Context: an optimization exercise on an open-source flow, tuned for small area, a short achievable clock period and few clock cycles. The choices shown serve that exercise and are no tape-out recipe. The RTL was checked by simulation tests, not by an equivalence proof against the original design.

// FPTrig
module FPTrig(
    input clock,
    input reset,
    input start,
    input [1:0] func,
    input [31:0] a_in,
    output reg [31:0] result,
    output reg done
    );
    localparam [31:0] ONE  = 32'h3f800000;
    localparam [31:0] PI_2 = 32'h3fc8f5c3;
    function [31:0] fadd_core(input [31:0] a, input [31:0] b);
        reg        swap;
        reg [7:0]  d, E;
        reg [23:0] L, Sx, S;
        reg [24:0] m;
        reg [4:0]  lz;
        begin
            swap = b[30:0] > a[30:0];
            d  = swap ? b[30:23] - a[30:23] : a[30:23] - b[30:23];
            L  = swap ? {1'b1, b[22:0]} : {1'b1, a[22:0]};
            Sx = swap ? {1'b1, a[22:0]} : {1'b1, b[22:0]};
            S  = (d >= 8'd24) ? 24'd0 : Sx >> d[4:0];
            E  = swap ? b[30:23] : a[30:23];
            m  = (a[31] ^ b[31]) ? {1'b0, L} - {1'b0, S} : {1'b0, L} + {1'b0, S};
            if (m[24]) begin
                fadd_core = {a[31], E + 8'd1, m[23:1]};
            end else begin
                lz[4] = m[23:8] == 16'd0;  if (lz[4]) m = m << 16;
                lz[3] = m[23:16] == 8'd0;  if (lz[3]) m = m << 8;
                lz[2] = m[23:20] == 4'd0;  if (lz[2]) m = m << 4;
                lz[1] = m[23:22] == 2'd0;  if (lz[1]) m = m << 2;
                lz[0] = ~m[23];            if (lz[0]) m = m << 1;
                fadd_core = {a[31] ^ ((a[31] ^ b[31]) & swap), E - (m[23] ? {3'd0, lz} : 8'd23), m[22:0]};
            end
        end
    endfunction
    function [31:0] faddsub(input [31:0] a, input [31:0] b, input sub);
        reg [31:0] bb;
        reg a0, b0;
        begin
            bb = {b[31] ^ sub, b[30:0]};
            a0 = a[30:0] == 31'd0;
            b0 = b[30:0] == 31'd0;
            if (sub ? b0 : (b0 & ~a0))
                faddsub = a;
            else if (sub && a == b)
                faddsub = 32'd0;
            else if (a0)
                faddsub = bb;
            else
                faddsub = fadd_core(a, bb);
        end
    endfunction
  ...
Size in the first run: about 5800 cells after synthesis, roughly 120 flip-flops, about 70 I/O pins, ~38000 sq um of cells after synthesis.
clock: 20.0 ns
lec_check: 0
abc_area: 1
cap_margin: 20
core_margin: 2
core_utilization: 30
slew_margin: 20
tns_end_percent: 30
standard.sh (not shown) runs the stock make flow with config.mk's settings and CLKGATE_MAP_FILE= SYNTH_SCRIPT=/design/flow/synth_recipe.tcl, a recipe that flattens the netlist after the stock synthesis.
==> flow/flow/run.sh <==
#!/bin/bash
# The standard layout (the standard.sh, standard synthesis included) with
# a larger setup margin for the resizer's timing repair, so that it keeps
# shortening paths below the 20 ns clock. Full make output goes to flow.log.
set -euo pipefail
bash standard.sh SETUP_SLACK_MARGIN=11 finish > flow.log 2>&1
The starting point completed with no timing, DRC or antenna violations.
Testbench counts at the start, summed over its fixed seeds: cycles 47,984.
==> next run, changes <==
--- a/flow/flow/run.sh
+++ b/flow/flow/run.sh
@@ -4,3 +4,3 @@
 # shortening paths below the 20 ns clock. Full make output goes to flow.log.
 set -euo pipefail
-bash standard.sh SETUP_SLACK_MARGIN=11 finish > flow.log 2>&1
+bash standard.sh SETUP_SLACK_MARGIN=7 finish > flow.log 2>&1
Outcome: The new run passed the timing, design-rule and antenna checks; core utilization fell by 4.4 points; final cell count fell by a few percent; fmax fell by roughly a tenth; final area fell by roughly a tenth; first-iteration DRC count fell by a few percent; setup slack is worse by 1300 ps.
==> next run, changes <==
--- a/flow/flow/run.sh
+++ b/flow/flow/run.sh
@@ -4,3 +4,3 @@
 # shortening paths below the 20 ns clock. Full make output goes to flow.log.
 set -euo pipefail
-bash standard.sh SETUP_SLACK_MARGIN=7 finish > flow.log 2>&1
+bash standard.sh SETUP_SLACK_MARGIN=11 finish > flow.log 2>&1
--- a/flow/config.mk
+++ b/flow/config.mk
@@ -9,5 +9,4 @@
 export CAP_MARGIN = 20
 export CORE_MARGIN = 2
-export CORE_UTILIZATION = 30
+export CORE_UTILIZATION = 40
 export SLEW_MARGIN = 20
-export TNS_END_PERCENT = 30
After rerunning: First-iteration DRC count came out higher by 1.9%; synthesized cell count stays the same; hold slack is better by 6.1 ps; routed wire length came out higher by 3.0%; final area came out higher by 12%; synthesized area is unchanged; sequential share of layout area came out lower by 0.82 points; setup slack is better by 1200 ps.
==> next run, changes <==
--- a/flow/flow/run.sh
+++ b/flow/flow/run.sh
@@ -4,3 +4,3 @@
 # shortening paths below the 20 ns clock. Full make output goes to flow.log.
 set -euo pipefail
-bash standard.sh SETUP_SLACK_MARGIN=11 finish > flow.log 2>&1
+bash standard.sh SETUP_SLACK_MARGIN=9 finish > flow.log 2>&1
--- a/flow/config.mk
+++ b/flow/config.mk
@@ -9,4 +9,6 @@
 export CAP_MARGIN = 20
 export CORE_MARGIN = 2
-export CORE_UTILIZATION = 40
+export CORE_UTILIZATION = 30
+export PLACE_DENSITY = 0.75
 export SLEW_MARGIN = 20
+export TNS_END_PERCENT = 30
After rerunning: The changed run went through all stages and came out clean; synthesized area is unchanged; clock-buffer cell count fell by 1; setup slack is worse by 86 ps; design area is lower by 2.0%; critical path depth goes down by 1; register-to-register slack gets worse by 90 ps; synthesized cell count stays the same.
==> next run, changes <==
--- a/flow/flow/run.sh
+++ b/flow/flow/run.sh
@@ -4,3 +4,3 @@
 # shortening paths below the 20 ns clock. Full make output goes to flow.log.
 set -euo pipefail
-bash standard.sh SETUP_SLACK_MARGIN=9 finish > flow.log 2>&1
+bash standard.sh SETUP_SLACK_MARGIN=11 finish > flow.log 2>&1
--- a/flow/config.mk
+++ b/flow/config.mk
@@ -10,5 +10,3 @@
 export CORE_MARGIN = 2
 export CORE_UTILIZATION = 30
-export PLACE_DENSITY = 0.75
 export SLEW_MARGIN = 20
-export TNS_END_PERCENT = 30
Routed wire length increases by a few percent.
Utilization rises by 1.2 points.
Synthesized cell count is unchanged.
Fmax increases slightly.
First-iteration DRC count decreases by a quarter to a third.
Register-to-register slack gets better by 80 ps.
Via count shrinks slightly.
Design area increases by a few percent.

========
Setup of run A:
FPTrig again, from the RTL that the note above started with.
export LEC_CHECK = 0
export ABC_AREA = 1
export CAP_MARGIN = 20
export CORE_MARGIN = 2
export CORE_UTILIZATION = 30
export SLEW_MARGIN = 20
export TNS_END_PERCENT = 30
create_clock -name core_clock -period 20.0 [get_ports {clock}]
==> flow/flow/run.sh <==
#!/bin/bash
# The standard layout (the standard.sh, standard synthesis included) with
# a larger setup margin for the resizer's timing repair, so that it keeps
# shortening paths below the 20 ns clock. Full make output goes to flow.log.
set -euo pipefail
bash standard.sh SETUP_SLACK_MARGIN=8 finish > flow.log 2>&1
Testbench counts of run A, summed over its fixed seeds: cycles 47,984.
Here is what was changed in the inputs of run B compared with run A.
--- a/flow/flow/run.sh
+++ b/flow/flow/run.sh
@@ -4,3 +4,3 @@
 # shortening paths below the 20 ns clock. Full make output goes to flow.log.
 set -euo pipefail
-bash standard.sh SETUP_SLACK_MARGIN=8 finish > flow.log 2>&1
+bash standard.sh SETUP_SLACK_MARGIN=11 finish > flow.log 2>&1
--- a/flow/config.mk
+++ b/flow/config.mk
@@ -10,4 +10,5 @@
 export CORE_MARGIN = 2
 export CORE_UTILIZATION = 30
+export PLACE_DENSITY = 0.75
 export SLEW_MARGIN = 20
 export TNS_END_PERCENT = 30
[summary]
- The flow did not stop early for run B: all stages ran, and the layout cleared the timing, design-rule and antenna checks.
- Run A: PASS, flow complete, no timing, DRC or antenna violations
- Of the two candidates, run A has the worse maximum frequency and run B the better one.
- Measured against each other, run B and run A differ in first-iteration DRC count, the lower figure coming from run A.
- Relative to run A, the layout overhead on the synthesized area of run B is higher by 5.8 points.
- Comparing run B and run A, the lower detailed-router iteration count before antenna repair was measured on run A.
- On worst setup slack for register-to-register paths: between run B and run A, it ends up higher for run B.
- Run B ended up with a higher slew at the pin closest to its max-slew limit than run A did.
- Routed wire length (higher): run A
- In the flow results for run B and run A, the instance count on the critical path is smaller on run A.
Edits applied to the flow inputs when going from run B to run C:
--- a/flow/flow/run.sh
+++ b/flow/flow/run.sh
@@ -4,3 +4,3 @@
 # shortening paths below the 20 ns clock. Full make output goes to flow.log.
 set -euo pipefail
-bash standard.sh SETUP_SLACK_MARGIN=11 finish > flow.log 2>&1
+bash standard.sh SETUP_SLACK_MARGIN=9 finish > flow.log 2>&1
--- a/flow/config.mk
+++ b/flow/config.mk
@@ -10,5 +10,4 @@
 export CORE_MARGIN = 2
 export CORE_UTILIZATION = 30
-export PLACE_DENSITY = 0.75
 export SLEW_MARGIN = 20
 export TNS_END_PERCENT = 30
- The count of clock-buffer cells in the layout reported for run C is greater than that of run B by 1.
- Number of gates resized after CTS, run C vs run B: down by a few percent
- Ratio of cells with drive above 1 in the final layout | run C below run B
- Min wire length per cell across run B and run C: run B
- Relative to run B, via count has gone down in run C.

re-timing with driven ports:
Ports are ideal in the flow. The routed layouts listed here were re-timed in OpenROAD. Step 1 (the two cells are an assumption about what drives the block):
set clk [get_ports {clock}]
set_driving_cell -lib_cell sky130_fd_sc_hd__clkbuf_16 $clk
set_driving_cell -lib_cell sky130_fd_sc_hd__buf_2 [delete_from_list [all_inputs] $clk]
Step 2 times the ports against the registers' clock, not the clock port: input delays grow and output delays shrink by t, the midpoint of the rising clock arrivals with the driver on. Slacks: ideal ports / drivers / drivers and shift; pairs: ideal ports / drivers.
run | t (ns) | slack for setup (ns) | worst hold slack (ns) | clock arrival spread, ns
the first run of note 1 | 0.479 | 9.026 / 9.026 / 9.026 | 0.435 / 0.435 / 0.435 | 0.016 / 0.016
the second run of note 1 | 0.496 | 7.712 / 7.712 / 7.712 | 0.431 / 0.431 / 0.431 | 0.012 / 0.013
the third run of note 1 | 0.495 | 8.896 / 8.896 / 8.896 | 0.437 / 0.437 / 0.437 | 0.021 / 0.020
the fourth run of note 1 | 0.474 | 8.811 / 8.811 / 8.811 | 0.441 / 0.441 / 0.441 | 0.017 / 0.018
the fifth run of note 1 | 0.480 | 8.893 / 8.893 / 8.893 | 0.433 / 0.433 / 0.433 | 0.012 / 0.012
run A | 0.490 | 8.442 / 8.442 / 8.442 | 0.431 / 0.431 / 0.431 | 0.010 / 0.010
run B | 0.482 | 8.742 / 8.742 / 8.742 | 0.436 / 0.436 / 0.436 | 0.019 / 0.018
run C | 0.481 | 9.004 / 9.004 / 9.004 | 0.434 / 0.434 / 0.434 | 0.015 / 0.014
After both steps every run listed still meets setup and hold.
